What follows belongs to an exercise in optimizing a design on an open flow for small area and a short achievable clock period; a production flow would make more cautious choices. RTL that was checked went through simulation tests only; none was proved equivalent to the original.

==> inputs of build 79 <==
// Design_Top
module Design_Top (
    input  wire    CLK     ,
    input  wire    RST     , 
    input  wire    RX_IN   ,
    output wire    TX_OUT 
);
wire Sync_RST;
RST_Sync u_RST_Sync (
    .RST      (RST      ),
    .clk      (CLK      ),
    .Sync_RST (Sync_RST )
);
wire       RX_Valid_Top;
wire [7:0] Rx_P_Data_Top;
wire [6:0] REG2_UART_Config_Top;
wire [3:0] REG3_DIV_Top;
RX u_RX1(
    .clk_Top        (CLK                         ),
    .rst_Top        (Sync_RST                    ),
    .RX_IN_Top      (RX_IN                       ),
    .Prescale_Top   (REG2_UART_Config_Top[6:2]   ),
    .PAR_EN_TOP     (REG2_UART_Config_Top[0]     ),
    .PAR_TYP_Top    (REG2_UART_Config_Top[1]     ),
    .Data_Valid_Top (RX_Valid_Top                ),
    .P_Data_Top     (Rx_P_Data_Top               )
);
reg [2:0] RX_Valid_Dly;
always @(posedge CLK or negedge Sync_RST) begin
    if (!Sync_RST)
        RX_Valid_Dly <= 3'b0;
    else
        RX_Valid_Dly <= {RX_Valid_Dly[1:0], RX_Valid_Top};
end
wire RX_Valid_Syn = RX_Valid_Dly[2];
wire       ALU_Enable_Top, CLK_Gate_En_Top;
wire [3:0] ALU_Fun_Top;
wire       ALU_Out_Valid_Top;
wire       REG_WrEn_Top, REG_RdEn_Top;
wire [3:0] REG_Address_Top;
wire [7:0] REG_WrData_Top;
RX_Controler u_RX_Controler(
    .clk         (CLK               ),
    .rst         (Sync_RST          ),
    .ALU_Valid   (ALU_Out_Valid_Top ),
    .ALU_Enable  (ALU_Enable_Top    ),
    .ALU_Fun     (ALU_Fun_Top       ),
    .CLK_Gate_En (CLK_Gate_En_Top   ),
    .REG_Address (REG_Address_Top   ),
    .REG_WrEn    (REG_WrEn_Top      ),
    .REG_RdEn    (REG_RdEn_Top      ),
    .REG_WrData  (REG_WrData_Top    ),
    .Rx_P_Data   (Rx_P_Data_Top     ),
    .RX_Valid    (RX_Valid_Syn      )
);
wire       REG_Rd_Valid_Top;
wire [7:0] REG_RdData_N;
wire [7:0] Operand_A_Top, Operand_B_Top;
wire       Clearing;
wire [3:0] Eng_Cnt;
wire [15:0] Clr_Row;
genvar k;
generate
  ...
make LEC_CHECK=0 CAP_MARGIN=20 CORE_MARGIN=2 CORE_UTILIZATION=40 SLEW_MARGIN=20 finish   # period 35.0 ns
run.sh (not shown) runs the stock make flow with config.mk's settings and CLKGATE_MAP_FILE= SYNTH_SCRIPT=/design/flow/synth_recipe.tcl, a recipe that flattens the netlist after the stock synthesis.
==> trial 5: changes against build 79 <==
--- a/flow/design.v
+++ b/flow/design.v
@@ -5,13 +5,13 @@
     input  wire  clk  ,
     input  wire  en   ,
     input  wire  rst  ,
     output reg   sync
 );
 reg [NUM_STAGES-2:0] Q  ;
-    always @(posedge clk or negedge rst) begin
+    always @(posedge clk) begin
         if (!rst) begin
             {sync,Q}<='b0;
         end else if (en) begin
             {sync,Q}<={Q[NUM_STAGES-2:0],async};
         end
     end
@@ -37,13 +37,13 @@
     input  wire clk      ,
     input  wire en       ,
     input  wire rst      ,
     output wire Pulse_out
 );
     reg Q;
-    always @(posedge clk or negedge rst) begin
+    always @(posedge clk) begin
         if (!rst) begin
             Q<='b0;
         end else if (en) begin
             Q<=Signal_in;
         end
     end
@@ -64,13 +64,13 @@
     wire Pulse_out;
     always @(posedge clk) begin
         if (en && Pulse_out) begin
             Sync_Bus<=Unsync_Bus;
         end 
     end
-    always @(posedge clk or negedge rst) begin
+    always @(posedge clk) begin
         if (!rst) begin
             Enable_Pulse<='b0;
         end else if (en) begin
             Enable_Pulse<=Pulse_out;
         end 
     end
@@ -90,29 +90,27 @@
         .clk       (clk       ),
         .en        (en        ),
         .rst       (rst       ),
         .Pulse_out (Pulse_out )
     );
 endmodule
-module RST_Sync #(
-    parameter NUM_STAGES =2
-) (
-    input wire RST,
-    input wire clk,
-    output wire Sync_RST
+module RST_Sync (
+    input  wire RST,
+    input  wire clk,
+    output reg  Sync_RST
 );
-    Multi_Flop_Synchronizer #(
-        .NUM_STAGES (NUM_STAGES )
-    )
-    u_Multi_Flop_Synchronizer(
-    	.async (1'b1 ),
-        .clk   (clk   ),
-        .en    (1'b1  ),
-        .rst   (RST   ),
-        .sync  (Sync_RST )
-    );
+    reg Q;
+    always @(posedge clk or negedge RST) begin
+        if (!RST) begin
+            Q        <= 1'b0;
+            Sync_RST <= 1'b0;
+        end else begin
+            Q        <= 1'b1;
+            Sync_RST <= Q;
+        end
+    end
 endmodule
 module Clock_Divider #(
     parameter Division_Limit='d4
 ) (
     input  wire                      i_ref_clk  ,
     input  wire                      i_rst_n    ,
@@ -122,13 +120,13 @@
 );
 reg div_clk,odd_edge_tog;
 wire Is_zero,Is_one,Is_odd,clk_en;
 wire flip_even,flip_odd;
 reg [Division_Limit-1:0] couter;
 wire [Division_Limit-1:0] flip_pos,flip_neg;
-always @(posedge i_ref_clk or negedge i_rst_n ) begin
+always @(posedge i_ref_clk) begin
     if (!i_rst_n) begin
         div_clk<='b0;
         couter<='b0;
         odd_edge_tog<='b1;
     end else if (clk_en) begin
         if (flip_even) begin
@@ -165,13 +163,13 @@
     input   wire                     clk    ,
     input   wire                     rst    ,
     input   wire                     enable ,
     output  reg [Counter_Size-1:0]   bits_counter,
     output  wire                      finish
 );
-    always @(posedge clk or negedge rst) begin
+    always @(posedge clk) begin
         if (!rst) begin
             bits_counter<=Start_Point;
         end else if (enable) begin
             bits_counter<=bits_counter+'b1;
         end
     end
@@ -185,22 +183,22 @@
     input   wire                     enable , 
     input   wire [Counter_Size-1:0]  Prescale   ,
     output  reg  [Counter_Size-1:0]  edge_cnt,
     output  reg                     finish
 );
 wire counter_rst;
-    always @(posedge clk or negedge rst) begin
+    always @(posedge clk) begin
         if (!rst) begin
             edge_cnt<=Start_Point;
         end else if (!counter_rst) begin
             edge_cnt<=Start_Point;
         end else begin
             edge_cnt<=edge_cnt+'b1;
         end
     end
-    always @(posedge clk or negedge rst) begin
+    always @(posedge clk) begin
         if (!rst) begin
             finish<='b0;
         end else if (edge_cnt==Prescale-'d1) begin
             finish<='b1;
         end else begin
             finish<='b0;
@@ -244,13 +242,13 @@
     input  wire                    clk     ,
     input  wire                    rst     ,
     input  wire                    data_samp_en,
     output reg                     sampled_bit
 );
 reg [2:0] bits;
-always @(posedge clk or negedge rst) begin
+always @(posedge clk) begin
     if (!rst) begin
         bits<='b0;
     end else if (data_samp_en) begin
         bits<={bits[1:0],RX_in};
     end else begin
         bits<=bits;
@@ -275,13 +273,13 @@
     input  wire clk        ,
     input  wire rst        , 
     input  wire deser_en   ,
     input  wire [bits_couner_size-1:0] bits_counter, 
     output reg  [Data_size-1:0] Data 
 );
-always @(posedge clk or negedge rst) begin
+always @(posedge clk) begin
     if (!rst) begin
         Data<='b0;
     end else if(deser_en) begin
         Data[bits_counter]<=sampled_bit;
     end
 end
@@ -331,13 +329,13 @@
 reg Out_data_valid;
 localparam Idle =3'b000, 
            Start=3'b001,
            Data =3'b011,
            Parity=3'b010,
            Stop=3'b110;
-always @(posedge clk or negedge rst ) begin
+always @(posedge clk) begin
     if (!rst) begin
         CurrentState<=Idle;
     end else begin
         CurrentState<=NextState;
     end 
 end           
@@ -424,22 +422,22 @@
         end
         default: begin
             NextState=Idle;
         end
     endcase
 end
-always @(posedge clk or negedge rst) begin
+always @(posedge clk) begin
     if (!rst) begin
         data_valid<='b0;
     end else if(Out_data_valid) begin
         data_valid<=~Error_REG;
     end else begin
         data_valid<='b0;
     end
 end
-always @(posedge clk or negedge rst) begin
+always @(posedge clk) begin
     if (!rst) begin
         Error_REG<='b0;
     end else if(Rest_data_valid)begin
         Error_REG<='b0;
     end else if (Error_Unit_En)  begin   
         Error_REG<=Error|Error_REG;
@@ -582,24 +580,28 @@
         Idle:    Out_N = 1'b1;
         Start:   Out_N = 1'b0;
         Data:    Out_N = Data_N[0];
         default: Out_N = Par_N;
     endcase
 end
-always @(posedge clk or negedge RST) begin
+always @(posedge clk) begin
     if (!RST) begin
         Current_State <= Idle;
         Counter       <= 3'b0;
-        TX_Out_UART   <= 1'b1;
     end else begin
         Current_State <= State_N;
-        TX_Out_UART   <= Out_N;
         if (tick)
             Counter <= Ser_En ? Counter + 1'b1 : 3'b0;
     end
 end
+always @(posedge clk or negedge RST) begin
+    if (!RST)
+        TX_Out_UART <= 1'b1;
+    else
+        TX_Out_UART <= Out_N;
+end
 always @(posedge clk) begin
     Data_Reg <= Data_N;
     Par_Bit  <= Par_N;
 end
 endmodule
 module ALU (
@@ -624,13 +626,13 @@
 wire       a_bit = Operand_A[~Eng_Cnt[2:0]];
 wire       b_bit = Operand_B[Eng_Cnt[2:0]];
 wire [8:0] T     = {R, a_bit};
 wire [9:0] D     = {1'b0, T} - {2'b0, Operand_B};
 wire       ge    = ~D[9];
 wire [8:0] S     = {1'b0, H} + (b_bit ? {1'b0, Operand_A} : 9'd0);
-always @(posedge clk or negedge rst) begin
+always @(posedge clk) begin
     if (!rst) begin
         Eng_Cnt  <= 4'd15;
         Clearing <= 1'b1;
     end else begin
         if (Restart || Eng_Cnt == 4'd15)
             Eng_Cnt <= 4'd0;
@@ -685,13 +687,13 @@
 end
 assign ALU_Lo_N = Enable ? lo : 8'd0;
 always @(posedge clk) begin
     if (Gate_En)
         ALU_Hi <= Enable ? hi : 8'd0;
 end
-always @(posedge clk or negedge rst) begin
+always @(posedge clk) begin
     if (!rst)
         Out_Valid <= 1'b0;
     else
         Out_Valid <= Enable;
 end
 endmodule
@@ -728,22 +730,22 @@
                         Data <= Wr_Val;
                 end
                 assign Row[k] = Data;
             end
         end
     endgenerate
-    always @(posedge clk or negedge rst) begin
+    always @(posedge clk) begin
         if (!rst) begin
             Cfg2 <= 8'h1C;
             Cfg3 <= 8'h08;
         end else begin
             if (Row_We[2]) Cfg2 <= WrData;
             if (Row_We[3]) Cfg3 <= WrData;
         end
     end
-    always @(posedge clk or negedge rst) begin
+    always @(posedge clk) begin
         if (!rst)
             RdData_Valid <= 1'b0;
         else
             RdData_Valid <= RdEn;
     end
     assign RdData_N   = Row[Address];
@@ -777,13 +779,13 @@
            REG_Wr_Add='b001 ,
            REG_Wr_Data='b011,
            REG_Rd_Add='b010 ,
            ALU_Wr_A=   'b110,
            ALU_Wr_B=   'b100,
            ALU_Fun_State='b101;
-always @(posedge clk or negedge rst) begin
+always @(posedge clk) begin
     if (!rst) begin
         Current_State<='b0;
     end else begin
         Current_State<=Next_State;
     end
 end
@@ -912,13 +914,13 @@
            REG_Packet='b001,
            ALU_Packet_1='b011,
            Wait='b010,
            ALU_Packet_2='b110;
 assign In_REG_Packet   = (Current_State == REG_Packet);
 assign In_ALU_Packet_1 = (Current_State == ALU_Packet_1);
-always @(posedge clk or negedge rst) begin
+always @(posedge clk) begin
     if (!rst) begin
         Current_State<=Idle;
     end else begin
         Current_State<=Next_State;
     end
 end
@@ -999,13 +1001,13 @@
     .PAR_EN_TOP     (REG2_UART_Config_Top[0]     ),
     .PAR_TYP_Top    (REG2_UART_Config_Top[1]     ),
     .Data_Valid_Top (RX_Valid_Top                ),
     .P_Data_Top     (Rx_P_Data_Top               )
 );
 reg [2:0] RX_Valid_Dly;
-always @(posedge CLK or negedge Sync_RST) begin
+always @(posedge CLK) begin
     if (!Sync_RST)
         RX_Valid_Dly <= 3'b0;
     else
         RX_Valid_Dly <= {RX_Valid_Dly[1:0], RX_Valid_Top};
 end
 wire RX_Valid_Syn = RX_Valid_Dly[2];
Settings changed: ABC_AREA from default to 1, CORE_UTILIZATION 40 to 55, CTS_BUF_LIST from default to sky130_fd_sc_hd__clkbuf_8, CTS_CLUSTER_DIAMETER from default to 60, CTS_CLUSTER_SIZE from default to 20.
==> out/results.txt <==
The logs give 0.895 for the weighted congestion reported at the end of routability-driven placement and 37.1 mm for the total wirelength of the detailed-routed design. The tools report the total of warnings raised by yosys as 17. After detailed routing, the met3 layer carries 2.49 mm of wire.

From bottom edge to top edge, the die measures 190 um. Counting every net in the synthesized netlist gives 1343. After detailed placement, the design holds a cell count of 1680. The flow ran to the end and the layout has no timing, DRC or antenna violations. After detailed placement, the total cell area comes to 14300 um^2. Summing all non-filler instances in the final layout gives an area of 15400 um^2.

Part of the Yosys area used for sequential elements: 51.8%. The cell with the biggest individual delay on the critical path was clkdlybuf4s50_1.
Source of the figures above: build 79

==> out/results.txt <==
The run finished with no timing, DRC or antenna violations. Yosys printed 18 warnings. The slowest stage of the critical path belongs to the cell dfstp_2. The total wirelength of the detailed-routed design is 35.3 mm. From bottom edge to top edge, the die measures 162 um. The cell area after layout was 14900 um^2; the number of cells in the design after placement was 1956.
Source of the figures above: trial 5

The RTL of trial 5 was laid out without a check of its function.

==> what the ideal ports hide <==
The flow's constraints put no driver on any port. The routed layouts listed below were extracted and timed again, unchanged, in two steps. Step 1 assumes that a clkbuf_16 drives the clock port and a buf_2 every other input. Step 2 also shifts input and output timing later by t, the mid clock arrival at the registers, as if the neighbouring blocks saw the same clock. a / b / c = ideal ports / drivers / drivers and shift; a / b = the first two.
run	t, ns	setup slack, ns	clock arrival spread, ns	slew at the worst register clock pin (ns)
build 79	0.609	26.426 / 26.376 / 26.852	0.033 / 0.033	0.06 / 0.06
trial 5	0.631	26.352 / 26.305 / 26.770	0.031 / 0.032	0.12 / 0.12
After both steps setup and hold are still met in every run listed.
